From an optimization exercise on the open Yosys and OpenROAD flow, aimed at small area; shortcuts taken in it are not production practice.
Only simulation tests tie the RTL to the original design; equivalence was not proved.
No run shown here takes its clock network from TritonCTS; it comes from the design's own scripts or RTL.
No driver is modelled on the clock port, so clock power and skew are understated where the tree is cut down; a real chip needs a root buffer or a tree.
Power figures rest on the tool's default switching activity, not on a simulated workload.

==> flow/design.v <==
module FIFO8x8 (
    input clk, rst,
    input rden, wren,
    input [7:0] DataIn,
    output [7:0] DataOut,
    output fifo_full,
    output fifo_empty,
    output data_out_valid
);
reg [7:0] mem [0:15];
reg [3:0] idx;
wire pop = rden & ~fifo_empty;
integer i;
always @(posedge clk)
    if (wren) begin
        mem[0] <= DataIn;
        for (i = 1; i < 16; i = i + 1)
            mem[i] <= mem[i-1];
    end
always @(posedge clk or posedge rst) begin
    if (rst)
        idx <= 4'hF;
    else if (wren != pop)
        idx <= wren ? idx + 4'd1 : idx - 4'd1;
end
assign fifo_full = 1'b0;
assign fifo_empty = &idx;
assign data_out_valid = pop;
reg [7:0] rd;
integer k;
always @(*) begin
    rd = 8'd0;
    for (k = 0; k < 16; k = k + 1)
        rd = rd | (mem[k] & {8{idx == k}});
end
assign DataOut = rd;
endmodule
module FSM_Packetizer (
    input clk, rst,
    input fifo_empty, tx_ready,
    input [7:0] fifo_data,
    output tx_enable,
    output reg [7:0] tx_data
);
localparam IDLE = 4'd0, WAITR = 4'd1, LOAD = 4'd2, SEND0 = 4'd3, DONE = 4'd13;
reg [3:0] state;
always @(posedge clk or posedge rst) begin
    if (rst)
        state <= IDLE;
    else if (state == IDLE) begin
        if (!fifo_empty) state <= WAITR;
    end else if (state == WAITR) begin
        if (tx_ready) state <= LOAD;
    end else if (state == DONE)
        state <= IDLE;
    else
        state <= state + 4'd1;
end
always @(posedge clk)
    if (state == LOAD) tx_data <= fifo_data;
assign tx_enable = (state == SEND0);
endmodule
module UART_Transmitter (
    input clk, rst,
    input start_tx,
    input [7:0] tx_data,
    output reg tx_out,
    output reg tx_busy,
    output tx_ready
);
localparam [12:0] INV = 13'b0101010101010;
reg [12:0] baud_q;
wire [12:0] baud_counter = baud_q ^ INV;
reg [3:0] bit_counter;    
wire tick = ~baud_counter[0] & ~baud_counter[1] & ~baud_counter[2] & ~baud_counter[3] & baud_counter[6] & baud_counter[7] & baud_counter[8] & baud_counter[9] & ~baud_counter[10] & baud_counter[12];
wire last = bit_counter[3] & ~bit_counter[1] & bit_counter[0];    
always @(posedge clk) begin
    if (tx_busy && !tick)
        baud_q <= {baud_counter[11:0], ~(baud_counter[12] ^ baud_counter[4])} ^ INV;
    else
        baud_q <= INV;
end
always @(posedge clk) begin
    if (!tx_busy)
        bit_counter <= 4'd15;
    else if (tick)
        bit_counter <= bit_counter + 4'd1;
end
wire bit_val = bit_counter[3] ? ~(bit_counter[1] & bit_counter[0]) : tx_data[bit_counter[2:0]];
always @(posedge clk or posedge rst) begin
    if (rst) begin
        tx_out <= 1'b1;
        tx_busy <= 1'b0;
    end else if (tx_busy) begin
        if (tick) begin
            tx_out <= bit_val;
            if (last) tx_busy <= 1'b0;
        end
    end else if (start_tx)
        tx_busy <= 1'b1;
end
assign tx_ready = ~tx_busy;
endmodule
module Top_Module (
    input clk, rst,
    input wr_en, rd_en,          
    input tx_ready,
    input [7:0] data_in,
    output tx_out,
    output fifo_full, fifo_empty,
    output tx_busy, tx_ready_out
);
wire [7:0] fifo_data_out;
wire fifo_rden, uart_start_tx;
wire [7:0] uart_tx_data;
FIFO8x8 fifo_inst (
    .clk(clk),
    .rst(rst),
    .wren(wr_en),
    .rden(fifo_rden),
    .DataIn(data_in),
    .DataOut(fifo_data_out),
    .fifo_full(fifo_full),
    .fifo_empty(fifo_empty),
    .data_out_valid(uart_start_tx)
);
FSM_Packetizer fsm_inst (
    .clk(clk),
    .rst(rst),
    .fifo_empty(fifo_empty),
    .tx_ready(tx_ready),
    .fifo_data(fifo_data_out),
    .tx_enable(fifo_rden),
    .tx_data(uart_tx_data)
);
UART_Transmitter uart_inst (
    .clk(clk),
    .rst(rst),
    .start_tx(uart_start_tx),
    .tx_data(uart_tx_data),
    .tx_out(tx_out),
    .tx_busy(tx_busy),
    .tx_ready(tx_ready_out)
);
endmodule
==> flow/flow/run.sh <==
#!/bin/bash
# The standard layout with three changes:
# - synthesis maps the logic with an area-oriented ABC script
#   (flow/abc_area.script, three rounds of &dch -f and &nf -a -R 1000) in place of ORFS's
#   speed script; everything else in synthesis is unchanged, so the registers
#   are those of the standard synthesis;
# - the clock tree is the two-level inverter tree of flow/invtree.tcl, built
#   in the CTS step by flow/cts_pre.tcl;
# - each port gets a buf_1 as its buffer.
set -euo pipefail
rm -rf scripts_abc
cp -r "$FLOW_HOME/scripts" scripts_abc
cp flow/abc_area.script scripts_abc/abc_speed.script
export SCRIPTS_DIR="$PWD/scripts_abc"
export PRE_CTS_TCL="$PWD/flow/cts_pre.tcl"
export BUFFER_PORTS_ARGS="-buffer_cell sky130_fd_sc_hd__buf_1"
bash standard.sh finish > standard_finish.log 2>&1
==> flow/flow/abc_area.script <==
&get -n
&st
&dch -f
&nf -a -R 1000
&put
&get -n
&st
&dch -f
&nf -a -R 1000
&put
&get -n
&st
&dch -f
&nf -a -R 1000
&put
==> flow/flow/cts_pre.tcl <==
# Sourced by ORFS's CTS step before it runs clock_tree_synthesis: replace that
# command by the two-level inverter tree of invtree.tcl.
source [file join [file dirname [info script]] invtree.tcl]
rename clock_tree_synthesis orfs_clock_tree_synthesis
proc clock_tree_synthesis {args} {
  invtree clk 20 sky130_fd_sc_hd__inv_8 sky130_fd_sc_hd__inv_12
}
==> flow/flow/invtree.tcl <==
# Clock tree of two inverter levels: the clock port drives one root inverter,
# which drives one leaf inverter per cluster of clock sinks; the clusters come
# from recursive bisection of the sinks' locations.
proc invtree_split {items maxn} {
  if {[llength $items] <= $maxn} { return [list $items] }
  set xs {}; set ys {}
  foreach it $items { lappend xs [lindex $it 1]; lappend ys [lindex $it 2] }
  set xs [lsort -real $xs]; set ys [lsort -real $ys]
  set dx [expr {[lindex $xs end] - [lindex $xs 0]}]
  set dy [expr {[lindex $ys end] - [lindex $ys 0]}]
  set idx [expr {$dx >= $dy ? 1 : 2}]
  set sorted [lsort -real -index $idx $items]
  # split so that both halves hold whole multiples of maxn where possible
  set n [llength $sorted]
  set parts [expr {int(ceil(double($n) / $maxn))}]
  set left [expr {int(round(double($n) * ($parts / 2) / $parts))}]
  set a [lrange $sorted 0 [expr {$left - 1}]]
  set b [lrange $sorted $left end]
  return [concat [invtree_split $a $maxn] [invtree_split $b $maxn]]
}

proc invtree {clkname maxn leafcell rootcell} {
  set block [ord::get_db_block]
  set db [ord::get_db]
  set clknet [$block findNet $clkname]
  set items {}
  foreach it [$clknet getITerms] {
    set bb [[$it getInst] getBBox]
    lappend items [list $it [expr {([$bb xMin] + [$bb xMax]) / 2.0}] [expr {([$bb yMin] + [$bb yMax]) / 2.0}]]
  }
  set groups [invtree_split $items $maxn]
  set lm [$db findMaster $leafcell]
  set rm [$db findMaster $rootcell]
  set mid [odb::dbNet_create $block "clknet_root"]
  $mid setSigType CLOCK
  set k 0; set sx 0; set sy 0
  foreach g $groups {
    set gx 0; set gy 0
    foreach it $g { set gx [expr {$gx + [lindex $it 1]}]; set gy [expr {$gy + [lindex $it 2]}] }
    set gx [expr {$gx / [llength $g]}]; set gy [expr {$gy / [llength $g]}]
    set inst [odb::dbInst_create $block $lm "clkinv_leaf_$k"]
    $inst setLocation [expr {int($gx)}] [expr {int($gy)}]
    $inst setPlacementStatus PLACED
    set net [odb::dbNet_create $block "clknet_leaf_$k"]
    $net setSigType CLOCK
    [$inst findITerm A] connect $mid
    [$inst findITerm Y] connect $net
    foreach it $g { [lindex $it 0] disconnect; [lindex $it 0] connect $net }
    set sx [expr {$sx + $gx}]; set sy [expr {$sy + $gy}]
    puts "invtree: leaf $k drives [llength $g] sinks"
    incr k
  }
  set root [odb::dbInst_create $block $rm "clkinv_root"]
  $root setLocation [expr {int($sx / $k)}] [expr {int($sy / $k)}]
  $root setPlacementStatus PLACED
  [$root findITerm A] connect $clknet
  [$root findITerm Y] connect $mid
  $clknet setSigType CLOCK
}
==> flow/standard.sh <==
#!/bin/bash
# synth_recipe.tcl (not shown) runs the flow's synth.tcl, then flattens the netlist and writes it again
# the make line also repeats each setting of config.mk as NAME=value (left out here)
make -C /OpenROAD-flow-scripts/flow DESIGN_CONFIG=/design/flow/config.mk WORK_HOME=/design/flow/orfs CLKGATE_MAP_FILE= SYNTH_SCRIPT=/design/flow/synth_recipe.tcl "${@:-finish}"
==> flow/config.mk <==
export PLATFORM = sky130hd
export DESIGN_NAME = Top_Module
export DESIGN_NICKNAME = Top_Module
export VERILOG_FILES = /design/flow/design.v
export SDC_FILE = /design/flow/constraint.sdc
export NUM_CORES = 4
export LEC_CHECK = 0
export CAP_MARGIN = 0
export CORE_MARGIN = 2
export CORE_UTILIZATION = 40
export SLEW_MARGIN = 0
==> flow/constraint.sdc <==
create_clock -name core_clock -period 5.0 [get_ports {clk}]
set_input_delay 1.0000 -clock core_clock [delete_from_list [all_inputs] [get_ports {clk}]]
set_output_delay 1.0000 -clock core_clock [all_outputs]
set_load 0.01 [all_outputs]
==> results of run 1 <==
[where the power goes]
| part | internal [uW] | switching [uW] | leakage (uW) |
|---|---|---|---|
| Sequential | 1700 | 131 | 0.00158 |
| Clock | 75.9 | 442 | 0.0000617 |
| Combinational | 265 | 393 | 0.000471 |
| Total | 2040 | 967 | 0.00211 |
[placed cells by master (no fill, tap or decap), types with 8 or more instances in the layout]
master      n
a21oi_1     8
a221oi_1    9
nand2_1    25
a222oi_1   24
buf_1      14
dfxtp_1    17
a22oi_1    18
nor2_1     14
inv_8       9
and2_0     13
edfxtp_1  136
[logic make-up (layout without fill, tap and decap cells)]
kind of cell / after synthesis / count (layout) / share of synthesized area (%)
DFF: 163 / 163 / 79.8
and+or+nand+nor: 80 / 80 / 6.80
AOI/OAI and AO/OA: 70 / 70 / 9.73
adders and majority gates: 6 / 6 / 1.28
buffers and inverters: 6 / 32 / 0.448
xor gates and xnor gates: 5 / 5 / 0.747
muxes: 4 / 4 / 1.13
other: 1 / 1 / 0.0639
[cell type report]
| type | instances | area (sq um) |
|---|---|---|
| fillers | 1275 | 8140 |
| inverters | 15 | 136 |
| multi-input cells | 166 | 1160 |
| flip-flops and latches | 163 | 4680 |
| well taps | 184 | 230 |
| repair buffers | 17 | 75.1 |
[per-stage QoR]
step | hold WS (ps) | instances | util (%)
2_1_floorplan | 358 | 335 | -
3_3_place_gp | 366 | 535 | 42.7
3_5_place_dp | 368 | 535 | 42.7
4_1_cts | 381 | 545 | 43.5
5_1_grt | 403 | 545 | 43.5
6_report | 390 | 545 | 43.5
[cell usage after synthesis (all sizes together) (2+ instances only)]
master	n	area [sq um]
a21oi	8	40.0
a221oi	9	78.8
a222oi	24	240
a22oi	18	135
a31oi	2	12.5
and2	13	81.3
and3	5	31.3
clkinv	5	18.8
dfrtp	5	125
dfstp	5	131
dfxtp	17	340
edfxtp	136	4080
ha	6	75.1
mux4	2	45.0
nand2	25	93.8
nand2b	2	12.5
nand3	5	25.0
nand4	6	37.5
nor2	14	52.6
nor2b	2	12.5
nor3	2	10.0
nor4	2	12.5
o21ai	4	20.0
xnor2	3	26.3
xor2	2	17.5
[state kept, by name, summed over array words and instances (netlist names)]
signal / cells
uart_inst.tx_out: 1
uart_inst.bit_counter: 4
fsm_inst.tx_data: 8
fsm_inst.state: 4
uart_inst.baud_q: 13
uart_inst.tx_busy: 1
fifo_inst.mem: 128
fifo_inst.idx: 4
[worst max-delay path, cell delays in order, from the launching register on]
cell and delay, ps:
dfstp_2 590, clkinv_1 130, ha_1 250, and2_0 340, a222oi_1 440, nand2_1 130, a221oi_1 250, nand4_1 150
a221o_1 280
[final timing paths]
| check | start | end | slack [ps] |
|---|---|---|---|
| max | fifo_inst.idx[1] | fsm_inst.tx_data[5] | 2190 |
| min | uart_inst.baud_q[11] | uart_inst.baud_q[12] | 390 |
| max reg2reg | fifo_inst.idx[1] | fsm_inst.tx_data[5] | 2190 |
| min reg2reg | uart_inst.baud_q[11] | uart_inst.baud_q[12] | 390 |
| max in group asynchronous | rst | fifo_inst.idx[0] | 4030 |
| min in group asynchronous | rst | fsm_inst.state[0] | 710 |
[routing by layer]
| metal | global-route usage, % | vias up | wire length (microns) |
|---|---|---|---|
| met5 | 0 | - | 0 |
| met4 | 2.35 | 0 | 218 |
| met3 | 0.856 | 15 | 318 |
| met2 | 20.3 | 71 | 4680 |
| met1 | 18.3 | 1535 | 4690 |
| li1 | - | 1425 | - |
==> impl_results.md, run 1 <==
* Worst Path Max Fanout at 8
* Final worst setup slack at between 2000 and 2500 ps
* GRT Residual Overflow at 0
* Syn Area/Cell at about 18 sq um
* Design Power at around 3000 uW
* Largest net degree at the start of global routing at 57
* Final ANT Viol Nets at 0
* CP Launch Type: flop
* Starting DRT DRC Count at just over 300
* WL per Instance at approximately 18 microns
* Via density at approximately 5.6
* Final Skew at approximately 7.6 ps
* Layout overhead on the synthesized area at 7.08%
* Postcts setup bufs at 0
* Synth Flop Type: edfxtp_1
* CP endpoint kind: flop
* Slew margin rel. at just over 50%
* Global Route Usage Sum at 12.3%
* Chip Height at roughly 130 microns
* Worst-path clk slew at approximately 90 ps
* Pwr Density at 479 nW/um^2
* Area of the mapped netlist at ~5900 sq um
* Number of I/O port buffers at 15
* Post-synthesis sequential area ratio at around 80%
* Setup WS pre-CTS at approximately 2200 ps
* Vias in the first global route at between 3000 and 4000
* Final period util at a little under three fifths
* Post-CTS sizing at 0
* DRC at 0
* First-pass GRT wire length at approximately 16000 microns
* RSZ-0062 raised after global routing: no
* Core ar. at 14400 sq um
* Hold path cells at 1
* Worst Reg-to-Reg Cells at 8
* Via Count at 3046
* Tightest Hold Check Type: reg2reg
* Crit path required time at just under 5000 ps
* RePlAce Congestion at 0.778
* Die ar. at between 15000 and 20000 sq um
* Worst Tran Pin Value at 735 ps
* Static Leak at about 0.0021 uW
* Share of cells above drive strength 1 at under 10%
* Post-synthesis register bit count at 163
* Hpwl dp at about 6600 microns
* Final setup viols at 0
* Max-cap check violation count at 0
* Post-synth EDFFs at roughly 140
* Initial Utilization at around two fifths
* Setup TNS at 0 ps
* Clock latency (worst-skew pair) at 190 ps
* Status: timing/DRC/antenna clean
* Hold-fix buffers, CTS at 0
* Cell Area, Placed at a little over 6000 sq um
* TritonRoute pass-1 iters at 5
* Synthesized net count at between 300 and 400
* Cell row count at 44
* Ys async rst share at 6.13%
* Nets@finish at 382
* Post-Syn Instances at about 340
* Final hold violation count at 0
* Minimum clock period at 2810 ps
* Initial antenna violation count at 0
* Finished Cell Area at between 6000 and 7000 sq um
* I/O pin total at 18
* Synth unique cells at 38
* Ant diodes at 0
* Slew Limit Fails at 0
* Routed WL at 9900 microns
* Die width at about 130 microns
* Fmax at between 0.3 and 0.4 GHz
* Worst EP arrival at between 2000 and 3000 ps
* WS Path Type: reg2reg
* Maximum vdd drop at between 0.00015 and 0.0002 V
* Yosys warns at 4
==> inputs of run 2 (changes only) <==
--- a/flow/config.mk
+++ b/flow/config.mk
@@ -5,7 +5,7 @@
 export SDC_FILE = /design/flow/constraint.sdc
 export NUM_CORES = 4
 export LEC_CHECK = 0
-export CAP_MARGIN = 0
+export CAP_MARGIN = 20
 export CORE_MARGIN = 2
 export CORE_UTILIZATION = 40
-export SLEW_MARGIN = 0
+export SLEW_MARGIN = 20
==> run 2 against run 1 <==
Global-route usage unchanged. Synthesized cell count unchanged. Worst setup slack unchanged. Via count unchanged. Fmax unchanged. Utilization unchanged. Still clean on timing, DRC and antenna.
==> impl_results.md, run 2 <==
* Status: timing/DRC/antenna clean
* Share of cells above drive strength 1 at 5.54% (unchanged)
* R2r setup slk at 2190 ps (about the same)
* Most frequent cells in the layout: 136 x edfxtp_1, 25 x nand2_1, 24 x a222oi_1, 18 x a22oi_1, 17 x dfxtp_1
* CP Launch Point: fifo_inst.idx[1]
* Cell Area, Placed at 6160 sq um (unchanged)
* Global Route Usage Sum at 12.3% (unchanged)
* Final ANT Viol Nets at 0 (unchanged)
* Ys async rst share at 6.13% (unchanged)
* Yosys top cell area share at 69.6% (unchanged)
* Largest registers: fifo_inst.mem x128, uart_inst.baud_q x13, fsm_inst.tx_data x8
* GRT Residual Overflow at 0 (unchanged)
* Synth top area cells: edfxtp_1 70%, dfxtp_1 5.8%, a222oi_1 4.1%
* Setup TNS at 0 ps (unchanged)
* Maximum vdd drop at 0.000177 V (unchanged)
* CP Launch Type: flop
* Top cells by count, synth: 136 x edfxtp_1, 25 x nand2_1, 24 x a222oi_1
* Slew margin rel. at 51.0% (unchanged)
* DRC at 0 (unchanged)
* Die ar. at 15600 sq um (unchanged)
* Worst reg2reg startpoint: fifo_inst.idx[1]
* Area of the multi-input gates at 1160 sq um (unchanged)
* Postcts setup bufs at 0 (unchanged)
* Static Leak at 0.00211 uW (unchanged)
* Critical path endpoint: fsm_inst.tx_data[5]
* Hold-fix buffers, CTS at 0 (unchanged)
* WL per Instance at 18.2 microns (unchanged)
* Crit path required time at 4950 ps (about the same)
* Post-CTS sizing at 0 (unchanged)
* Post-synth EDFFs at 136 (unchanged)
* Final worst setup slack at 2190 ps (unchanged)
* Post-Syn Instances at 335 (unchanged)
* TritonRoute pass-1 iters at 5 (unchanged)
* Post-synthesis register bit count at 163 (unchanged)
* Cell row count at 44 (unchanged)
* Met3 usage at 0.856% (unchanged)
* Met2 GRT Util at 20.3% (unchanged)
* Syn Area/Cell at 17.5 sq um (unchanged)
* Core ar. at 14400 sq um (unchanged)
* Cell with the most instances after synthesis: edfxtp_1
* Synthesized net count at 354 (unchanged)
* Die width at 125 microns (unchanged)
* Initial antenna violation count at 0 (unchanged)
* I/O pin total at 18 (unchanged)
* Starting DRT DRC Count at 305 (unchanged)
* Via density at 5.59 (unchanged)
* Worst Reg-to-Reg Cells at 8 (unchanged)
* RSZ-0062 raised after global routing: no
* Minimum clock period at 2810 ps (unchanged)
* CP endpoint kind: flop
* Synth unique cells at 38 (unchanged)
* Area leader, netlist: edfxtp_1
* Largest net degree at the start of global routing at 57 (unchanged)
* Setup WS pre-CTS at 2180 ps (unchanged)
* Synth Flop Type: edfxtp_1
* Synth Area in Adders at 1.28% (unchanged)
* Post-synthesis mux area share at 1.13% (unchanged)
* Finished Cell Area at 6280 sq um (unchanged)
* Reg2reg end: fsm_inst.tx_data[5]
* Fill cell count at 1275 (unchanged)
* Layout overhead on the synthesized area at 7.08% (unchanged)
* RePlAce Congestion at 0.778 (unchanged)
* Busiest layer in global routing: met2
* Worst-path clk slew at 90 ps (about the same)
* Chip Height at 125 microns (unchanged)
* Final hold violation count at 0 (unchanged)
* Area of the mapped netlist at 5870 sq um (unchanged)
* Yosys warns at 4 (unchanged)
* Main combinational cell family by area after synthesis: compound AO/OA/AOI/OAI gates
* Final setup viols at 0 (unchanged)
* Final Skew at 7.62 ps (unchanged)
* Via Count at 3046 (unchanged)
* First-pass GRT wire length at 16100 microns (unchanged)
* Register area at 4680 sq um (unchanged)
* Initial Utilization at 40.7% (unchanged)
* Synth Area in Compound Gates at 9.73% (unchanged)
* Most common cell after layout, fill and taps aside: edfxtp_1
* Largest Register: fifo_inst.mem
* Vias in the first global route at 3067 (unchanged)
* Slew Limit Fails at 0 (unchanged)
* Area fraction in and, or, nand and nor cells after synthesis at 6.80% (unchanged)
* Max-cap check violation count at 0 (unchanged)
* Clock latency (worst-skew pair) at 190 ps (about the same)
* Pwr Density at 479 nW/um^2 (unchanged)
* Routed WL at 9900 microns (unchanged)
* Max FFs per register at 128 (unchanged)
* Number of I/O port buffers at 15 (unchanged)
* Hpwl dp at 6600 microns (unchanged)
* Tightest Hold Check Type: reg2reg
* Nets@finish at 382 (unchanged)
* Final period util at 56.2% (unchanged)
* Fmax at 0.356 GHz (unchanged)
* WS Path Type: reg2reg
* Post-synthesis sequential area ratio at 79.8% (unchanged)
* Worst Tran Pin Value at 735 ps (unchanged)
* Worst Path Max Fanout at 8 (unchanged)
* Met1 GRT Util at 18.3% (unchanged)
* Worst EP arrival at 2760 ps (about the same)
* Ant diodes at 0 (unchanged)
* Post-Synth XOR/XNOR Area at 0.747% (unchanged)
run 2: cell counts after synthesis:
Identical to the previous run, type by type.
run 2: final cells by class:
cell class,instances,area share (%)
flip-flops and latches,163,74.5
repair buffers,17,1.20
inverters,15,2.17
multi-input cells,166,18.4
well taps,184,3.67
run 2: how the worst min path moves through the flow:
stage,startpoint,end,slack [ps],cells past startpoint
3_3_place_gp,uart_inst.baud_q[0],uart_inst.baud_q[1],370,1
4_1_cts,uart_inst.baud_q[8],uart_inst.baud_q[9],380,1
6_report,uart_inst.baud_q[11],uart_inst.baud_q[12],390,1
5_1_grt,uart_inst.baud_q[5],uart_inst.baud_q[6],400,1
2_1_floorplan,uart_inst.baud_q[10],uart_inst.baud_q[11],360,1
3_5_place_dp,uart_inst.baud_q[8],uart_inst.baud_q[9],370,1
run 2: power breakdown:
part	switching [uW]	internal [uW]	total (uW)
combinational	393	265	659
clock	442	75.9	518
sequential	131	1700	1830
run 2: routing by layer:
layer  part of all wire, %  routed length [microns]
met5                     0                        0
met4                   2.2                      218
met3                   3.2                      318
met2                    47                     4680
met1                    47                     4690
run 2: through the flow:
step / util, % / total power (uW) / hold slack [ps] / cells
2_1_floorplan: - / 2270 / 358 / 335
6_report: 43.5 / 3010 / 390 / 545
5_1_grt: 43.5 / 3190 / 403 / 545
3_5_place_dp: 42.7 / 2520 / 368 / 535
4_1_cts: 43.5 / 2930 / 381 / 545
3_3_place_gp: 42.7 / 2490 / 366 / 535
run 2: cells by family (layout without fill, tap and decap cells):
family          Yosys count  in the layout
compound gates           70             70
flops                   163            163
mux                       4              4
buf+inv                   6             32
simple gates             80             80
fa+ha+maj                 6              6
xor+xnor                  5              5
other cells               1              1
run 2: worst max-delay path, stage by stage (launching register included):
cell and delay, ps:
dfstp_2 590, clkinv_1 130, ha_1 250, and2_0 340, a222oi_1 440, nand2_1 130, a221oi_1 250, nand4_1 150
a221o_1 280
==> inputs of run 3 (changes only) <==
--- a/flow/design.v
+++ b/flow/design.v
@@ -17,11 +17,13 @@
         for (i = 1; i < 16; i = i + 1)
             mem[i] <= mem[i-1];
     end
+wire [3:0] c = idx ^ {4{~wren}};
+wire [3:0] t = {c[2] & c[1] & c[0], c[1] & c[0], c[0], 1'b1};
 always @(posedge clk or posedge rst) begin
     if (rst)
         idx <= 4'hF;
     else if (wren != pop)
-        idx <= wren ? idx + 4'd1 : idx - 4'd1;
+        idx <= idx ^ t;
 end
 assign fifo_full = 1'b0;
 assign fifo_empty = &idx;
@@ -84,7 +86,7 @@
     if (!tx_busy)
         bit_counter <= 4'd15;
     else if (tick)
-        bit_counter <= bit_counter + 4'd1;
+        bit_counter <= bit_counter ^ {&bit_counter[2:0], &bit_counter[1:0], bit_counter[0], 1'b1};    
 end
 wire bit_val = bit_counter[3] ? ~(bit_counter[1] & bit_counter[0]) : tx_data[bit_counter[2:0]];
 always @(posedge clk or posedge rst) begin
--- a/flow/config.mk
+++ b/flow/config.mk
@@ -8,4 +8,5 @@
 export CAP_MARGIN = 20
 export CORE_MARGIN = 2
 export CORE_UTILIZATION = 40
+export GPL_TIMING_DRIVEN = 0
 export SLEW_MARGIN = 20
==> run 3 against run 2 <==
Still clean. Sequential share of layout area is 0.19 points higher. Utilization is 1.2 points higher. Global-route usage is 0.98 points higher. Total power hardly changed. Synthesized cell count is 3.3% lower. Sequential cell count stayed put. Cell count is 2.2% lower. Die area is 1.6% lower. Clock skew is 3.6 ps higher. Hold slack worse by 0.69 ps. Critical path type is now reg2out.
==> impl_results.md, run 3 <==
* Min-delay src: uart_inst.baud_q[11]
* Max FFs per register at 128 (unchanged)
* Clock latency (worst-skew pair) at 190 ps (about the same)
* Switching Power at 983 uW (+1.7%)
* Worst-path clk slew at 90 ps (about the same)
* Fmax at 0.323 GHz (-9.2%)
* Flop pwr share at 61.4% (+0.5 points)
* Yosys top cell area share at 70.8% (+1.2 points)
* Share of cells above drive strength 1 at 8.22% (+2.7 points)
* Most common cell after layout, fill and taps aside: edfxtp_1
* Worst Reg-to-Reg Cells at 7 (-1)
* Switching portion of total power at 32.6% (+0.53 points)
* Register area at 4680 sq um (unchanged)
* Ant diodes at 0 (unchanged)
* Worst Tran Pin Value at 1090 ps (+359 ps)
* Syn Area/Cell at 17.8 sq um (+1.7%)
* Via density at 5.72 (+2.4%)
* First-pass GRT wire length at 16100 microns (about the same)
* Worst Path Max Fanout at 12 (+4)
* Setup WS pre-CTS at 2110 ps (-72.9 ps)
* Main combinational cell family by area after synthesis: compound AO/OA/AOI/OAI gates
* Starting DRT DRC Count at 319 (+4.6%)
* Core ar. at 14000 sq um (-3.0%)
* Yosys warns at 4 (unchanged)
* Status: timing/DRC/antenna clean
* Post-synthesis mux area share at 0.954% (-0.18 points)
* Area leader, netlist: edfxtp_1
* Max-cap check violation count at 0 (unchanged)
* Critical-path top delay cell: nor2_1
* Post-synthesis register bit count at 163 (unchanged)
* Static Leak at 0.00204 uW (-3.5%)
* Number of I/O port buffers at 15 (unchanged)
* Slowest stage delay, CP at 830 ps (+240 ps)
* Final worst setup slack at 1900 ps (-284 ps)
* Global Route Usage Sum at 13.3% (+0.98 points)
* Slew Limit Fails at 0 (unchanged)
* Synth Flop Type: edfxtp_1
* CP endpoint kind: output port
* Initial Utilization at 41.2% (+0.57 points)
* CP Launch Point: fifo_inst.idx[0]
* Buf/Inv on CP at 1 (unchanged)
* Largest registers: fifo_inst.mem x128, uart_inst.baud_q x13, fsm_inst.tx_data x8
* Combinational power share at 21.2% (-0.7 points)
* Crit path depth at 3 (-5)
* Postcts setup bufs at 0 (unchanged)
* Synth unique cells at 34 (-11%)
* Worst EP arrival at 2100 ps (-660 ps)
* Top cells by count, synth: 136 x edfxtp_1, 29 x a222oi_1, 23 x nor2_1
* Tightest Hold Check Type: reg2reg
* Via Count at 3049 (+0.098%)
* RSZ-0062 raised after global routing: no
* Largest net degree at the start of global routing at 37 (-35%)
* Chip Height at 124 microns (-0.81%)
* Minimum clock period at 3100 ps (+284 ps)
* Maximum vdd drop at 0.000206 V (+16%)
* Cells along the critical path: nand2_1 -> nor2_1 -> buf_1
* Hold-fix buffers, CTS at 0 (unchanged)
* Pwr Density at 481 nW/um^2 (+0.28%)
* Layout overhead on the synthesized area at 8.61%
* Final Skew at 11.2 ps (+3.56 ps)
* Hold path cells at 1 (unchanged)
* Cell internal pwr at 2030 uW (-0.76%)
* Routed WL at 10000 microns (+1.0%)
* Ys async rst share at 6.13% (unchanged)
* Post-CTS sizing at 0 (unchanged)
* Hpwl dp at 6740 microns (+2.0%)
* Crit path required time at 4000 ps (-950 ps)
* Most frequent cells in the layout: 136 x edfxtp_1, 29 x a222oi_1, 23 x nor2_1, 17 x nand2_1, 17 x dfxtp_1
* Worst reg2reg startpoint: fifo_inst.idx[0]
* Die width at 124 microns (-0.81%)
* Synth Area in Compound Gates at 9.57% (-0.16 points)
* Final period util at 61.9% (+5.7 points)
* Post-synth EDFFs at 136 (unchanged)
* Synth Area in Adders at 0.434% (-0.85 points)
* Setup TNS at 0 ps (unchanged)
* Post-Synth XOR/XNOR Area at 1.06% (+0.32 points)
* WL per Instance at 18.8 microns (+3.3%)
* Slew margin rel. at 26.5% (-25 points)
* Final Non-Filler Cells at 533 (-2.2%)
* Area fraction in and, or, nand and nor cells after synthesis at 6.38% (-0.43 points)
* Area of the mapped netlist at 5770 sq um (-1.7%)
* WS Path Type: reg2out
* Clock Power Share at 17.4% (+0.2 points)
* Post-Syn Instances at 324 (-3.3%)
* Final setup viols at 0 (unchanged)
* RePlAce Congestion at 0.767 (-1.5%)
* DRC at 0 (unchanged)
* Initial antenna violation count at 0 (unchanged)
* Vias in the first global route at 2920 (-4.8%)
* Fill cell count at 1240 (-2.7%)
* I/O pin total at 18 (unchanged)
* R2r setup slk at 2330 ps (+140 ps)
* Reg2reg end: fifo_inst.idx[3]
* Largest Register: fifo_inst.mem
* GRT Residual Overflow at 0 (unchanged)
* Cell row count at 43 (-2.3%)
* Synthesized net count at 339 (-4.2%)
* Synth top area cells: edfxtp_1 71%, dfxtp_1 5.9%, a222oi_1 5.0%
* Placed cells at 523 (-2.2%)
* Final hold violation count at 0 (unchanged)
* Die ar. at 15400 sq um (-1.6%)
* Final ANT Viol Nets at 0 (unchanged)
* Worst path top cell family by delay: simple AND/OR/NAND/NOR gates
* Worst Hold End: uart_inst.baud_q[12]
* CP Launch Type: flop
* Cell with the most instances after synthesis: edfxtp_1
* Post-synthesis sequential area ratio at 81.1% (+1.4 points)
* Area of the multi-input gates at 1100 sq um (-5.4%)
* Nets@finish at 370 (-3.1%)
* TritonRoute pass-1 iters at 7 (+2)
==> run 3: changes by cell type after synthesis, sizes merged, moves of 3 or more <==
cell | before | now
nand3 | 5 | 8
a21oi | 8 | 4
and2 | 13 | 0
nor2 | 14 | 23
nand2 | 25 | 17
a222oi | 24 | 29
nand2b | 2 | 5
and3 | 5 | 1
a221oi | 9 | 5
a22oi | 18 | 15
nor3 | 2 | 9
ha | 6 | 2
==> run 3: cell type report <==
cell class | instances | share of cell area (%)
Sequential cell | 163 | 74.7
Tap cell | 180 | 3.59
Inverter | 14 | 2.12
Buffer | 1 | 0.120
Multi-Input combinational cell | 156 | 17.5
Timing Repair Buffer | 19 | 1.96
==> run 3: metal layers <==
metal / up-vias / track usage, % / routed length [microns]
li1: 1418 / - / -
met1: 1515 / 21.6 / 4860
met2: 104 / 19.9 / 4400
met3: 12 / 1.10 / 544
met4: 0 / 2.18 / 193
met5: - / 0 / 0
==> run 3: power groups by stage <==
stage	combinational, uW	sequential [uW]	clock [uW]
finish	639	1850	523
global placement	618	1860	0
CTS	644	1880	398
global route	719	1880	589
floorplan	421	1830	0
detailed placement	642	1870	0
==> run 3: cell families after synthesis <==
group,count (synthesis)
XOR/XNOR,7
other,1
AND/OR/NAND/NOR,77
flip-flops,163
adder cells (fa/ha/maj),2
multiplexers,3
buffers and inverters,5
AO/OA/AOI/OAI,66
==> run 3: metrics by stage <==
step | util (%) | hold slack (ps) | cell area (sq um) | total power [uW]
finish | 44.8 | 389 | 6260 | 3010
global route | 44.8 | 401 | 6260 | 3190
CTS | 44.7 | 375 | 6260 | 2920
detailed placement | 43.9 | 368 | 6140 | 2520
global placement | 43.2 | 366 | 6050 | 2480
floorplan | - | 358 | 5770 | 2250
==> run 3: worst reg2reg max path: stages, from the launching register on <==
cell     delay (ps)
dfstp_2         690
nand2_1         170
nor2_1          830
nor3_1          180
nor2b_1         250
a31oi_1         160
nor2_1          160
xor2_1          160
==> run 3: worst max-delay path by stage <==
stage          slack, ps          endpoint
2_1_floorplan       2770        fifo_empty
3_3_place_gp       -2050  fifo_inst.idx[3]
3_5_place_dp        2110        fifo_empty
4_1_cts             2100        fifo_empty
5_1_grt             1780        fifo_empty
6_report            1900        fifo_empty
==> inputs of run 4 (changes only) <==
--- a/flow/config.mk
+++ b/flow/config.mk
@@ -5,8 +5,8 @@
 export SDC_FILE = /design/flow/constraint.sdc
 export NUM_CORES = 4
 export LEC_CHECK = 0
-export CAP_MARGIN = 20
+export CAP_MARGIN = 0
 export CORE_MARGIN = 2
 export CORE_UTILIZATION = 40
 export GPL_TIMING_DRIVEN = 0
-export SLEW_MARGIN = 20
+export SLEW_MARGIN = 0
==> run 4 against run 3 <==
Critical endpoint unchanged. Via count unchanged. Sequential power about the same. Fmax up 1.4%. Still clean. Sequential cell count unchanged. Die area unchanged. Critical path depth unchanged. Sequential share of layout area up 0.27 points.
==> impl_results.md, run 4 <==
* Setup WS pre-CTS at 2140 ps (+37.3 ps)
* WS Path Type: reg2out
* Synth unique cells at 34 (unchanged)
* Nets@finish at 370 (unchanged)
* Max FFs per register at 128 (unchanged)
* Final hold violation count at 0 (unchanged)
* Cell Area, Placed at 6120 sq um (-0.29%)
* Initial Utilization at 41.2% (unchanged)
* Postcts setup bufs at 0 (unchanged)
* Slew Limit Fails at 0 (unchanged)
* Ys async rst share at 6.13% (unchanged)
* Starting DRT DRC Count at 331 (+3.8%)
* Top cells by count, synth: 136 x edfxtp_1, 29 x a222oi_1, 23 x nor2_1
* Chip Height at 124 microns (unchanged)
* Largest registers: fifo_inst.mem x128, uart_inst.baud_q x13, fsm_inst.tx_data x8
* Via Count at 3049 (unchanged)
* Global Route Usage Sum at 13.1% (-0.19 points)
* I/O pin total at 18 (unchanged)
* CP Launch Point: fifo_inst.idx[0]
* Via density at 5.72 (unchanged)
* Hpwl dp at 6650 microns (-1.3%)
* Final setup viols at 0 (unchanged)
* Cells along the critical path: nand2_1 -> nor2_1 -> buf_1
* Minimum clock period at 3050 ps (-42.3 ps)
* Min-delay src: uart_inst.baud_q[8]
* Area of the mapped netlist at 5770 sq um (unchanged)
* GRT Residual Overflow at 0 (unchanged)
* Routed WL at 10100 microns (+0.74%)
* Final worst setup slack at 1950 ps (+42.3 ps)
* Synthesized net count at 339 (unchanged)
* Slew margin rel. at 17.3% (-9.2 points)
* First-pass GRT wire length at 16000 microns (-0.77%)
* Design Power at 2990 uW (-0.55%)
* Post-synthesis register bit count at 163 (unchanged)
* CP Launch Type: flop
* Tightest Hold Check Type: reg2reg
* Area leader, netlist: edfxtp_1
* WL per Instance at 18.9 microns (+0.74%)
* Final Skew at 11.9 ps (+0.701 ps)
* Worst EP arrival at 2050 ps (-50 ps)
* Most frequent cells in the layout: 136 x edfxtp_1, 29 x a222oi_1, 23 x nor2_1, 17 x nand2_1, 17 x dfxtp_1
* Pwr Density at 480 nW/um^2 (-0.19%)
* Clock latency (worst-skew pair) at 190 ps (about the same)
* Final period util at 61.1% (-0.85 points)
* RSZ-0062 raised after global routing: no
* Number of I/O port buffers at 15 (unchanged)
* Post-synth EDFFs at 136 (unchanged)
* Worst reg2reg startpoint: fifo_inst.idx[1]
* Fmax at 0.327 GHz (+1.4%)
* Hold-fix buffers, CTS at 0 (unchanged)
* Syn Area/Cell at 17.8 sq um (unchanged)
* Largest net degree at the start of global routing at 39 (+5.4%)
* Finished Cell Area at 6240 sq um (-0.36%)
* Post-CTS sizing at 0 (unchanged)
* Largest Register: fifo_inst.mem
* Status: timing/DRC/antenna clean
* Layout overhead on the synthesized area at 8.22%
* Initial antenna violation count at 0 (unchanged)
* Worst Tran Pin Value at 1230 ps (+138 ps)
* Die ar. at 15400 sq um (unchanged)
* Post-Syn Instances at 324 (unchanged)
* Most common cell after layout, fill and taps aside: edfxtp_1
* CP endpoint kind: output port
* Ant diodes at 0 (unchanged)
* Static Leak at 0.00203 uW (-0.29%)
* Final Non-Filler Cells at 533 (unchanged)
* Max-cap check violation count at 0 (unchanged)
* Worst-path clk slew at 100 ps (about the same)
* Post-synthesis sequential area ratio at 81.1% (unchanged)
* Slowest stage delay, CP at 820 ps (about the same)
* Worst path top cell family by delay: simple AND/OR/NAND/NOR gates
* Critical-path top delay cell: nor2_1
* Synth top area cells: edfxtp_1 71%, dfxtp_1 5.9%, a222oi_1 5.0%
* Cell row count at 43 (unchanged)
* Vias in the first global route at 2934 (+0.48%)
* Placed cells at 523 (unchanged)
* TritonRoute pass-1 iters at 6 (-1)
* Cell with the most instances after synthesis: edfxtp_1
* DRC at 0 (unchanged)
* Buf/Inv on CP at 1 (unchanged)
* Share of cells above drive strength 1 at 6.80% (-1.4 points)
* RePlAce Congestion at 0.767 (unchanged)
* Maximum vdd drop at 0.000181 V (-12%)
* Final ANT Viol Nets at 0 (unchanged)
* Die width at 124 microns (unchanged)
* Worst Path Max Fanout at 12 (unchanged)
* Synth Flop Type: edfxtp_1
* Crit path required time at 4000 ps (about the same)
* Yosys warns at 4 (unchanged)
* Core ar. at 14000 sq um (unchanged)
* Yosys top cell area share at 70.8% (unchanged)
[run 4: cell counts after synthesis]
Identical to the previous run, type by type.
[run 4: final timing paths]
| check | to | slack [ps] | cells past startpoint |
|---|---|---|---|
| setup / recovery | fifo_empty | 1950 | 3 |
| hold / removal | uart_inst.baud_q[9] | 390 | 1 |
| setup reg to reg | fsm_inst.tx_data[0] | 2320 | 6 |
| hold reg to reg | uart_inst.baud_q[9] | 390 | 1 |
| max in group asynchronous | fifo_inst.idx[2] | 4030 | 2 |
| min in group asynchronous | fsm_inst.state[1] | 690 | 2 |
[run 4: worst reg2reg max path, stage by stage (launching register included)]
cell and delay, ps:
dfstp_2 650, nand2b_1 150, nor3_1 950, a222oi_1 320, nand4_1 220, a221oi_1 90, nand3_1 150
[run 4: layer usage]
layer  track usage, %  up-vias  wire [microns]
met5                0        -               0
met4             2.32        0             217
met3             1.05       17             534
met2             19.6       86            4400
met1             21.2     1534            4920
li1                 -     1412               -
[run 4: area by class of cell]
class / count / area [sq um]
tap: 180 / 225
fill: 1228 / 7750
multi-input combinational: 156 / 1070
buffer: 1 / 7.51
sequential: 163 / 4680
timing repair buffer: 19 / 125
inverter: 14 / 133
[run 4: kinds of logic (layout without fill, tap and decap cells)]
logic type / Yosys count / after routing / synth area share [%]
compound gates: 66 / 66 / 9.57
xor+xnor: 7 / 7 / 1.06
fa+ha+maj: 2 / 2 / 0.434
buf+inv: 5 / 34 / 0.390
flops: 163 / 163 / 81.1
mux: 3 / 3 / 0.954
other cells: 1 / 1 / 0.0650
simple gates: 77 / 77 / 6.38
[run 4: power by group]
group	total [uW]	internal (uW)	switching, uW
Combinational	633	251	382
Clock	520	76.1	444
Sequential	1840	1700	143
[run 4: stage by stage]
| stage | utilization (%) | hold WS [ps] | TNS [ps] |
|---|---|---|---|
| floorplan | - | 358 | 0 |
| global placement | 43.2 | 366 | -150240 |
| detailed placement | 43.8 | 368 | 0 |
| CTS | 44.6 | 374 | 0 |
| global route | 44.6 | 400 | 0 |
| finish | 44.6 | 391 | 0 |
==> inputs of run 5 (changes only) <==
==> flow/config.mk (replaced) <==
export PLATFORM = sky130hd
export DESIGN_NAME = Top_Module
export DESIGN_NICKNAME = Top_Module
export VERILOG_FILES = /design/flow/design.v
export SDC_FILE = /design/flow/constraint.sdc
export NUM_CORES = 4
export LEC_CHECK = 0
export CAP_MARGIN = 20
export CORE_MARGIN = 2
export CORE_UTILIZATION = 40
export SLEW_MARGIN = 20
==> run 5 against run 4 <==
Still clean on timing, DRC and antenna. First-iteration DRC count rose by 24%. Hold slack got worse by 4.4 ps. Clock power hardly changed. Via count rose by 1.3%. Critical endpoint is now fifo_inst.mem[14][0]. Largest cell class unchanged. Highest routed layer unchanged.
==> impl_results.md, run 5 <==
* Status: timing/DRC/antenna clean
* Tightest Hold Check Type: reg2reg
* Via Count at 3089 (+1.3%)
* Worst-path clk slew at 90 ps (about the same)
* R2r setup slk at 2590 ps (+270 ps)
* Area of the multi-input gates at 1060 sq um (-0.58%)
* Flop pwr share at 60.9% (-0.6 points)
* Worst Reg-to-Reg Cells at 7 (+1)
* Cell internal pwr at 2040 uW (+0.67%)
* Top cells by count, synth: 136 x edfxtp_1, 29 x a222oi_1, 23 x nor2_1
* Post-synthesis sequential area ratio at 81.1% (unchanged)
* Worst Path Max Fanout at 74 (+62)
* Most common cell after layout, fill and taps aside: edfxtp_1
* Final Skew at 10.1 ps (-1.75 ps)
* RePlAce Congestion at 0.756 (-1.3%)
* Worst EP arrival at 2530 ps (+480 ps)
* Hold-fix buffers, CTS at 0 (unchanged)
* Post-CTS sizing at 0 (unchanged)
* Area of the mapped netlist at 5770 sq um (unchanged)
* Register area at 4680 sq um (unchanged)
* Layout overhead on the synthesized area at 8.03%
* Max FFs per register at 128 (unchanged)
* Fmax at 0.370 GHz (+13%)
* Minimum clock period at 2710 ps (-347 ps)
* Ys async rst share at 6.13% (unchanged)
* Worst Tran Pin Value at 979 ps (-253 ps)
* Synthesized net count at 339 (unchanged)
* Post-Syn Instances at 324 (unchanged)
* Setup TNS at 0 ps (unchanged)
* Synth unique cells at 34 (unchanged)
* Switching portion of total power at 32.4% (+0.11 points)
* Most frequent cells in the layout: 136 x edfxtp_1, 29 x a222oi_1, 23 x nor2_1, 17 x nand2_1, 17 x dfxtp_1
* Cell with the most instances after synthesis: edfxtp_1
* Critical-path top delay cell: clkbuf_4
* Largest net degree at the start of global routing at 75 (+92%)
* Vias in the first global route at 2932 (-0.068%)
* Final hold violation count at 0 (unchanged)
* Yosys warns at 4 (unchanged)
* First-pass GRT wire length at 16200 microns (+1.4%)
* Yosys top cell area share at 70.8% (unchanged)
* Initial Utilization at 41.2% (unchanged)
* Crit path depth at 2 (-1)
* Max-cap check violation count at 0 (unchanged)
* Hold path cells at 1 (unchanged)
* Maximum vdd drop at 0.000186 V (+2.8%)
* Postcts setup bufs at 0 (unchanged)
* Hpwl dp at 6670 microns (+0.39%)
* Pwr Density at 485 nW/um^2 (+1.0%)
* Number of I/O port buffers at 15 (unchanged)
* Ant diodes at 0 (unchanged)
* Nets@finish at 374 (+1.1%)
* Slew margin rel. at 34.7% (+17 points)
* Post-synth EDFFs at 136 (unchanged)
* Starting DRT DRC Count at 412 (+24%)
* Slowest stage delay, CP at 750 ps (-70 ps)
* Cells along the critical path: clkbuf_4 -> buf_4
* Clock Power Share at 17.2% (-0.2 points)
* Share of cells above drive strength 1 at 7.56% (+0.76 points)
* Final period util at 54.1% (-6.9 points)
* Core ar. at 14000 sq um (unchanged)
* GRT Residual Overflow at 0 (unchanged)
* Static Leak at 0.00204 uW (+0.44%)
* Largest Register: fifo_inst.mem
* Syn Area/Cell at 17.8 sq um (unchanged)
* CP Launch Type: primary input
* WL per Instance at 19.1 microns (+0.85%)
* Final ANT Viol Nets at 0 (unchanged)
* Routed WL at 10200 microns (+1.6%)
* Die width at 124 microns (unchanged)
* Largest registers: fifo_inst.mem x128, uart_inst.baud_q x13, fsm_inst.tx_data x8
* Clock latency (worst-skew pair) at 190 ps (about the same)
* Post-synthesis register bit count at 163 (unchanged)
* TritonRoute pass-1 iters at 5 (-1)
* WS Path Type: in2reg
* Switching Power at 979 uW (+1.2%)
* Worst path top cell family by delay: buffers and inverters
* Buf/Inv on CP at 2 (+1)
* Initial antenna violation count at 0 (unchanged)
* Combinational power share at 21.9% (+0.8 points)
* Chip Height at 124 microns (unchanged)
* Global Route Usage Sum at 13.5% (+0.39 points)
* Slew Limit Fails at 0 (unchanged)
* I/O pin total at 18 (unchanged)
* Worst hold slack at 387 ps (-4.41 ps)
* Die ar. at 15400 sq um (unchanged)
* Via density at 5.75 (+0.56%)
* CP endpoint kind: flop
* Cell row count at 43 (unchanged)
* Crit path required time at 4820 ps (+820 ps)
* Fill cell count at 1221 (-0.57%)
* Synth top area cells: edfxtp_1 71%, dfxtp_1 5.9%, a222oi_1 5.0%
* Final setup viols at 0 (unchanged)
* RSZ-0062 raised after global routing: no
* Synth Flop Type: edfxtp_1
* DRC at 0 (unchanged)
* Area leader, netlist: edfxtp_1
run 5: cell counts after synthesis:
Identical to the previous run, type by type.
run 5: layout make-up:
cell class	count	area share, %
tap	180	3.61
inverter	14	2.13
timing repair buffer	24	2.05
sequential	163	75.1
multi-input combinational	156	17.1
run 5: per-stage QoR:
stage / worst slack, ps / instances / utilization [%] / power (uW) / area (sq um)
final: 2290 / 537 / 44.5 / 3020 / 6230
after detailed placement: 2080 / 527 / 43.7 / 2530 / 6110
after floorplan: 2770 / 324 / - / 2250 / 5770
after global routing: 2110 / 537 / 44.5 / 3180 / 6230
after CTS: 2070 / 537 / 44.5 / 2930 / 6230
after global placement: 2130 / 527 / 43.7 / 2510 / 6110
run 5: kinds of logic after synthesis:
| group | after synthesis | share of synthesized area [%] |
|---|---|---|
| compound gates | 66 | 9.57 |
| simple gates | 77 | 6.38 |
| other cells | 1 | 0.0650 |
| flops | 163 | 81.1 |
| fa+ha+maj | 2 | 0.434 |
| mux | 3 | 0.954 |
| buf+inv | 5 | 0.390 |
| xor+xnor | 7 | 1.06 |
run 5: final timing paths:
kind | start | endpoint
hold reg to reg | uart_inst.baud_q[8] | uart_inst.baud_q[9]
setup / recovery | wr_en | fifo_inst.mem[14][0]
hold / removal | uart_inst.baud_q[8] | uart_inst.baud_q[9]
max in group asynchronous | rst | uart_inst.tx_out
setup reg to reg | fifo_inst.idx[0] | fsm_inst.tx_data[7]
min in group asynchronous | rst | fsm_inst.state[2]
run 5: power by group through the flow:
stage	registers [uW]	logic (uW)	clock network, uW
after floorplan	1830	421	0
after global placement	1850	654	0
after detailed placement	1860	664	0
after CTS	1870	667	398
after global routing	1860	730	586
final	1840	662	518
run 5: routing by layer:
| layer | global-route usage, % | routed length, microns | vias to the layer above |
|---|---|---|---|
| li1 | - | - | 1419 |
| met4 | 1.97 | 187 | 0 |
| met3 | 1.24 | 531 | 15 |
| met2 | 21.2 | 4660 | 102 |
| met5 | 0 | 0 | - |
| met1 | 21.0 | 4860 | 1553 |
==> inputs of run 6 (changes only) <==
==> flow/flow/cts_pre.tcl (replaced) <==
# Sourced by ORFS's CTS step before it runs clock_tree_synthesis: replace that
# command by the two-level inverter tree of invtree.tcl.
source [file join [file dirname [info script]] invtree.tcl]
rename clock_tree_synthesis orfs_clock_tree_synthesis
proc clock_tree_synthesis {args} {
  invtree clk 18 sky130_fd_sc_hd__inv_6 sky130_fd_sc_hd__inv_12
}
==> run 6 against run 5 <==
Area after synthesis unchanged. Die area unchanged. Routed wire length decreased by 0.40%. Sequential share of layout area increased by 0.17 points. Critical endpoint is now fifo_inst.mem[4][1]. Sequential power about the same. Clock skew increased by 4.5 ps. Sequential cell count unchanged. Fmax increased by 0.35%. Cell count increased by 0.19%. Combinational power about the same. Global-route usage about the same. Worst setup slack improved by 9.5 ps.
==> impl_results.md, run 6 <==
* Status: timing/DRC/antenna clean
* Postcts setup bufs at 0 (unchanged)
* Design Power at 2990 uW (-0.96%)
* Nets@finish at 375 (+0.27%)
* Post-synthesis sequential area ratio at 81.1% (unchanged)
* Highest routed layer: met4
* Worst EP arrival at 2520 ps (about the same)
* Hold-fix buffers, CTS at 0 (unchanged)
* Die width at 124 microns (unchanged)
* Largest Register: fifo_inst.mem
* Synth top area cells: edfxtp_1 71%, dfxtp_1 5.9%, a222oi_1 5.0%
* Share of cells above drive strength 1 at 7.82% (+0.26 points)
* Minimum clock period at 2700 ps (-9.49 ps)
* Cell with the most instances after synthesis: edfxtp_1
* Pwr Density at 481 nW/um^2 (-0.74%)
* Met2 WL at 4650 microns (-0.41%)
* Hpwl dp at 6670 microns (unchanged)
* Slew Limit Fails at 0 (unchanged)
* Cells along the critical path: clkbuf_4 -> buf_4
* Layout overhead on the synthesized area at 7.79%
* Post-synth EDFFs at 136 (unchanged)
* GRT Residual Overflow at 0 (unchanged)
* TritonRoute pass-1 iters at 5 (unchanged)
* Static Leak at 0.00203 uW (-0.45%)
* Via density at 5.67 (-1.4%)
* Max-cap check violation count at 0 (unchanged)
* Register area at 4680 sq um (unchanged)
* Worst path top cell family by delay: buffers and inverters
* Largest registers: fifo_inst.mem x128, uart_inst.baud_q x13, fsm_inst.tx_data x8
* Worst Tran Pin Value at 981 ps (+1.77 ps)
* RePlAce Congestion at 0.756 (unchanged)
* Setup TNS at 0 ps (unchanged)
* CP endpoint kind: flop
* Final hold violation count at 0 (unchanged)
* Cell row count at 43 (unchanged)
* DRC at 0 (unchanged)
* Ys async rst share at 6.13% (unchanged)
* Area of the multi-input gates at 1060 sq um (unchanged)
* Die ar. at 15400 sq um (unchanged)
* RSZ-0062 raised after global routing: no
* Post-layout util at 44.4% (-0.098 points)
* Routed WL at 10200 microns (-0.40%)
* Clock latency (worst-skew pair) at 190 ps (about the same)
* Core ar. at 14000 sq um (unchanged)
* Chip Height at 124 microns (unchanged)
* Starting DRT DRC Count at 433 (+5.1%)
* I/O pin total at 18 (unchanged)
* Area of the mapped netlist at 5770 sq um (unchanged)
* First-pass GRT wire length at 16200 microns (-0.17%)
* Most frequent cells in the layout: 136 x edfxtp_1, 29 x a222oi_1, 23 x nor2_1, 17 x nand2_1, 17 x dfxtp_1
* Post-Syn Instances at 324 (unchanged)
* Most common cell after layout, fill and taps aside: edfxtp_1
* Vias in the first global route at 2935 (+0.10%)
* Metal3 WL at 565 microns (+6.4%)
* Post-CTS sizing at 0 (unchanged)
* WL per Instance at 19.0 microns (-0.59%)
* Worst-path clk slew at 100 ps (about the same)
* Yosys top cell area share at 70.8% (unchanged)
* Finished Cell Area at 6220 sq um (-0.22%)
* Number of I/O port buffers at 15 (unchanged)
* Maximum vdd drop at 0.000194 V (+4.4%)
* Global Route Usage Sum at 13.5% (-0.020 points)
* Cell Area, Placed at 6110 sq um (unchanged)
* Synth Flop Type: edfxtp_1
* Post-synthesis register bit count at 163 (unchanged)
* Area leader, netlist: edfxtp_1
* Final ANT Viol Nets at 0 (unchanged)
* Final worst setup slack at 2300 ps (+9.49 ps)
* Slew margin rel. at 34.6% (-0.12 points)
* Wire length on met1 at 4820 microns (-0.70%)
* CP Launch Type: primary input
* Synthesized net count at 339 (unchanged)
* R2r setup slk at 2640 ps (+50 ps)
* Final setup viols at 0 (unchanged)
* Tightest Hold Check Type: reg2reg
* Via Count at 3050 (-1.3%)
* Critical-path top delay cell: clkbuf_4
* Top cells by count, synth: 136 x edfxtp_1, 29 x a222oi_1, 23 x nor2_1
* Ant diodes at 0 (unchanged)
* Fill cell count at 1216 (-0.41%)
* Max FFs per register at 128 (unchanged)
* Worst Path Max Fanout at 74 (unchanged)
* Setup WS pre-CTS at 2080 ps (unchanged)
* WS Path Type: in2reg
* Initial antenna violation count at 0 (unchanged)
* Yosys warns at 4 (unchanged)
* Final Skew at 14.6 ps (+4.50 ps)
* Initial Utilization at 41.2% (unchanged)
* Largest net degree at the start of global routing at 75 (unchanged)
* Final period util at 53.9% (-0.19 points)
* Syn Area/Cell at 17.8 sq um (unchanged)
* Crit path required time at 4820 ps (about the same)
* Fmax at 0.371 GHz (+0.35%)
* Synth unique cells at 34 (unchanged)
* Slowest stage delay, CP at 750 ps (about the same)
* Buf/Inv on CP at 2 (unchanged)
## run 6: cell count changes in the layout (fill, tap and decap cells not counted)
cell / previous run / this run
inv_8: 9 / 0
inv_6: 0 / 10
## run 6: power breakdown
group	switching (uW)	total (uW)	internal, uW
Clock	427	492	64.7
Sequential	138	1840	1700
Combinational	396	660	264
Total	962	2990	2030
## run 6: logic make-up after synthesis
family,synth area share (%)
buffers and inverters,0.390
adders and majority gates,0.434
xor gates and xnor gates,1.06
muxes,0.954
AOI/OAI and AO/OA,9.57
and+or+nand+nor,6.38
DFF,81.1
other,0.0650
## run 6: path summary, 6_finish.rpt
check,from,to,cells after the start
hold reg to reg,uart_inst.baud_q[8],uart_inst.baud_q[9],1
setup / recovery,wr_en,fifo_inst.mem[4][1],2
setup reg to reg,fifo_inst.idx[0],fsm_inst.tx_data[7],7
max in group asynchronous,rst,fifo_inst.idx[2],2
hold / removal,uart_inst.baud_q[8],uart_inst.baud_q[9],1
min in group asynchronous,rst,fsm_inst.state[2],2
## run 6: through the flow
step / hold WS [ps] / std cells
5_1_grt: 410 / 538
3_3_place_gp: 363 / 527
4_1_cts: 368 / 538
2_1_floorplan: 358 / 324
6_report: 391 / 538
3_5_place_dp: 367 / 527
## run 6: layout make-up
class / count / area share [%]
multi-input cells: 156 / 17.1
inverters: 15 / 1.91
well taps: 180 / 3.62
flip-flops and latches: 163 / 75.3
repair buffers: 24 / 2.05
## run 6: metal layers
metal	GRT usage (%)	vias up
met5	0	-
met4	1.97	0
met3	1.42	15
met2	21.3	82
met1	20.7	1540
li1	-	1413
==> inputs of run 7 (changes only) <==
--- a/flow/flow/run.sh
+++ b/flow/flow/run.sh
@@ -1,7 +1,7 @@
 #!/bin/bash
 # The standard layout with three changes:
 # - synthesis maps the logic with an area-oriented ABC script
-#   (flow/abc_area.script, three rounds of &dch -f and &nf -a -R 1000) in place of ORFS's
+#   (flow/abc_area.script, three rounds of &dch -f and &nf -a -R 1000, then gate sizing) in place of ORFS's
 #   speed script; everything else in synthesis is unchanged, so the registers
 #   are those of the standard synthesis;
 # - the clock tree is the two-level inverter tree of flow/invtree.tcl, built
--- a/flow/flow/abc_area.script
+++ b/flow/flow/abc_area.script
@@ -13,3 +13,7 @@
 &dch -f
 &nf -a -R 1000
 &put
+topo
+stime -c
+upsize -c
+dnsize -c
==> flow/flow/cts_pre.tcl (replaced) <==
# Sourced by ORFS's CTS step before it runs clock_tree_synthesis: replace that
# command by the two-level inverter tree of invtree.tcl.
source [file join [file dirname [info script]] invtree.tcl]
rename clock_tree_synthesis orfs_clock_tree_synthesis
proc clock_tree_synthesis {args} {
  invtree clk 20 sky130_fd_sc_hd__inv_8 sky130_fd_sc_hd__inv_12
}
==> run 7 against run 6 <==
Cell area up 0.34%. Routed wire length up 6.5%. Utilization up 0.15 points. Critical path type unchanged. Critical endpoint is now fifo_inst.mem[4][7]. Largest cell class unchanged.
==> impl_results.md, run 7 <==
* Status: timing/DRC/antenna clean
* Area of the mapped netlist at 5790 sq um (+0.39%)
* GRT Residual Overflow at 0 (unchanged)
* Worst reg2reg startpoint: fifo_inst.idx[1]
* Setup WS pre-CTS at 2020 ps (-51.1 ps)
* Static Leak at 0.00203 uW (+0.12%)
* Critical-path top delay cell: buf_4
* Global Route Usage Sum at 13.8% (+0.29 points)
* RePlAce Congestion at 0.743 (-1.8%)
* Final Skew at 10.3 ps (-4.31 ps)
* Post-synthesis register bit count at 163 (unchanged)
* Worst Hold End: uart_inst.baud_q[1]
* Post-CTS sizing at 0 (unchanged)
* Buf/Inv on CP at 2 (unchanged)
* Final setup viols at 0 (unchanged)
* Min-delay src: uart_inst.baud_q[0]
* Core ar. at 14000 sq um (unchanged)
* Met1 GRT Util at 21.3% (+0.59 points)
* Vias in the first global route at 3014 (+2.7%)
* Top cells by count, synth: 136 x edfxtp_1, 29 x a222oi_1, 22 x nor2_1
* Yosys top cell area share at 70.5% (-0.28 points)
* Via density at 5.81 (+2.4%)
* Slew margin rel. at 38.2% (+3.6 points)
* Post-synthesis sequential area ratio at 80.8% (-0.32 points)
* Postcts setup bufs at 0 (unchanged)
* Chip Height at 124 microns (+0.19%)
* Final hold violation count at 0 (unchanged)
* Design Power at 3040 uW (+1.8%)
* Syn Area/Cell at 17.9 sq um (+0.39%)
* Layout overhead on the synthesized area at 7.74% (about the same)
* Placed cells at 525 (-0.38%)
* WS Path Type: in2reg
* Slowest stage delay, CP at 750 ps (about the same)
* Initial Utilization at 41.4% (+0.16 points)
* Largest registers: fifo_inst.mem x128, uart_inst.baud_q x13, fsm_inst.tx_data x8
* Cell with the most instances after synthesis: edfxtp_1
* Reg2reg end: fsm_inst.tx_data[6]
* TritonRoute pass-1 iters at 5 (unchanged)
* Slew Limit Fails at 0 (unchanged)
* Largest Register: fifo_inst.mem
* Setup TNS at 0 ps (unchanged)
* Fmax at 0.365 GHz (-1.6%)
* Worst path top cell family by delay: buffers and inverters
* Ys async rst share at 6.13% (unchanged)
* Crit path required time at 4820 ps (about the same)
* Minimum clock period at 2740 ps (+44.2 ps)
* Worst-path clk slew at 90 ps (about the same)
* Max-cap check violation count at 0 (unchanged)
* Fill cell count at 1242 (+2.1%)
* Hold-fix buffers, CTS at 0 (unchanged)
* Finished Cell Area at 6240 sq um (+0.34%)
* Worst Tran Pin Value at 927 ps (-53.5 ps)
* Crit path depth at 2 (unchanged)
* Die ar. at 15500 sq um (+0.37%)
* Met2 GRT Util at 20.9% (-0.39 points)
* Hold path cells at 1 (unchanged)
* Met3 usage at 1.46% (+0.041 points)
* Share of cells above drive strength 1 at 8.45% (+0.63 points)
* WL per Instance at 20.3 microns (+7.0%)
* Post-synth EDFFs at 136 (unchanged)
* Maximum vdd drop at 0.000188 V (-3.1%)
* Max FFs per register at 128 (unchanged)
* R2r setup slk at 2550 ps (-90 ps)
* Nets@finish at 372 (-0.80%)
* Synthesized net count at 339 (unchanged)
* Tightest Hold Check Type: reg2reg
* Via Count at 3107 (+1.9%)
* Most common cell after layout, fill and taps aside: edfxtp_1
* Cells along the critical path: clkbuf_4 -> buf_4
* RSZ-0062 raised after global routing: no
* Worst Reg-to-Reg Cells at 6 (-1)
* Synth top area cells: edfxtp_1 71%, dfxtp_1 5.9%, a222oi_1 5.0%
* Pwr Density at 488 nW/um^2 (+1.4%)
* Most frequent cells in the layout: 136 x edfxtp_1, 29 x a222oi_1, 22 x nor2_1, 17 x dfxtp_1, 16 x nand2_1
* Cell Area, Placed at 6120 sq um (+0.12%)
* Final worst setup slack at 2260 ps (-44.2 ps)
* Area leader, netlist: edfxtp_1
* Routed WL at 10900 microns (+6.5%)
* Busiest layer in global routing: met1
* Largest net degree at the start of global routing at 70 (-6.7%)
* Final ANT Viol Nets at 0 (unchanged)
* Hpwl dp at 6920 microns (+3.7%)
* DRC at 0 (unchanged)
* Starting DRT DRC Count at 414 (-4.4%)
* Cell row count at 43 (unchanged)
* CP Launch Type: primary input
* Worst Path Max Fanout at 69 (-6.8%)
* Post-Syn Instances at 324 (unchanged)
* Die width at 124 microns (+0.19%)
* CP endpoint kind: flop
* Synth unique cells at 37 (+8.8%)
* Yosys warns at 4 (unchanged)
* I/O pin total at 18 (unchanged)
* Initial antenna violation count at 0 (unchanged)
* Final period util at 54.8% (+0.88 points)
* Final Non-Filler Cells at 535 (-0.56%)
* First-pass GRT wire length at 17300 microns (+6.8%)
* Number of I/O port buffers at 15 (unchanged)
* Synth Flop Type: edfxtp_1
* Ant diodes at 0 (unchanged)
* Clock latency (worst-skew pair) at 190 ps (about the same)
* Worst EP arrival at 2560 ps (+40 ps)
run 7: worst reg2reg max path: cells and delay by family (launching register included):
kind,cells,cell delay (ps)
and+or+nand+nor,4,770
DFF,1,660
AOI/OAI and AO/OA,2,750
run 7: area by class of cell:
type | count | area, sq um | share of cell area (%)
Tap cell | 180 | 225 | 3.61
Multi-Input combinational cell | 156 | 1090 | 17.4
Inverter | 14 | 133 | 2.13
Timing Repair Buffer | 22 | 113 | 1.81
Sequential cell | 163 | 4680 | 75.0
run 7: stage by stage:
stage	hold slack, ps	util (%)
detailed placement	365	43.8
global route	408	44.6
CTS	366	44.6
finish	383	44.6
floorplan	358	-
global placement	367	43.8
run 7: worst max-delay path by stage:
stage,startpoint,endpoint
floorplan,wr_en,fifo_inst.idx[3]
global placement,wr_en,fifo_inst.mem[15][6]
detailed placement,wr_en,fifo_inst.mem[15][6]
CTS,wr_en,fifo_inst.mem[13][6]
global route,wr_en,fifo_inst.mem[4][7]
finish,wr_en,fifo_inst.mem[4][7]
run 7: where the power goes:
group / internal (uW) / total, uW / switching [uW]
Clock: 76.0 / 526 / 450
Sequential: 1700 / 1850 / 146
Combinational: 262 / 670 / 408
run 7: logic make-up after synthesis:
| kind of cell | count (synthesis) | synth area share (%) |
|---|---|---|
| AO/OA/AOI/OAI | 66 | 9.53 |
| XOR/XNOR | 7 | 1.06 |
| adder cells (fa/ha/maj) | 2 | 0.432 |
| other | 1 | 0.0648 |
| multiplexers | 3 | 0.951 |
| flip-flops | 163 | 80.8 |
| buffers and inverters | 5 | 0.389 |
| AND/OR/NAND/NOR | 77 | 6.74 |
run 7: per-layer routing:
metal	vias to the layer above	routed length [microns]
met5	-	0
li1	1417	-
met3	21	579
met2	109	4770
met4	0	310
met1	1560	5190

## re-timing with driven ports
No port has a modelled driver above. Below, the same layouts with a new extraction and two added sets of constraints. Step 1 (the two cells are an assumption about what drives the block):
set clk [get_ports {clk}]
set_driving_cell -lib_cell sky130_fd_sc_hd__clkbuf_16 $clk
set_driving_cell -lib_cell sky130_fd_sc_hd__buf_2 [delete_from_list [all_inputs] $clk]
Step 2, shift: input delay + t, output delay - t, t = (earliest + latest rising clock arrival at the registers) / 2. This alone moves slack from input paths to output paths. Three values: ideal, step 1, step 2; two values: the first two.
| run | shift t [ns] | slack for setup (ns) | hold WS [ns] | slew at the worst register clock pin (ns) | cell pins on the clock port's net |
|---|---|---|---|---|---|
| run 1 | 0.243 | 2.189 / 2.151 / 2.189 | 0.390 / 0.390 / 0.390 | 0.09 / 0.09 | 1 |
| run 2 | 0.243 | 2.189 / 2.151 / 2.189 | 0.390 / 0.390 / 0.390 | 0.09 / 0.09 | 1 |
| run 3 | 0.240 | 1.904 / 1.846 / 2.087 | 0.389 / 0.389 / 0.389 | 0.10 / 0.10 | 1 |
| run 4 | 0.243 | 1.946 / 1.889 / 2.132 | 0.391 / 0.392 / 0.392 | 0.10 / 0.10 | 1 |
| run 5 | 0.243 | 2.294 / 2.331 / 2.087 | 0.387 / 0.387 / 0.387 | 0.10 / 0.10 | 1 |
| run 6 | 0.243 | 2.303 / 2.342 / 2.098 | 0.391 / 0.391 / 0.391 | 0.11 / 0.11 | 1 |
| run 7 | 0.246 | 2.259 / 2.296 / 2.050 | 0.383 / 0.383 / 0.383 | 0.10 / 0.10 | 1 |
After both steps every run listed still meets setup and hold. For run 7, which loses most, drivers alone change the setup slack by +0.037 ns; drivers and shift together by -0.209 ns.
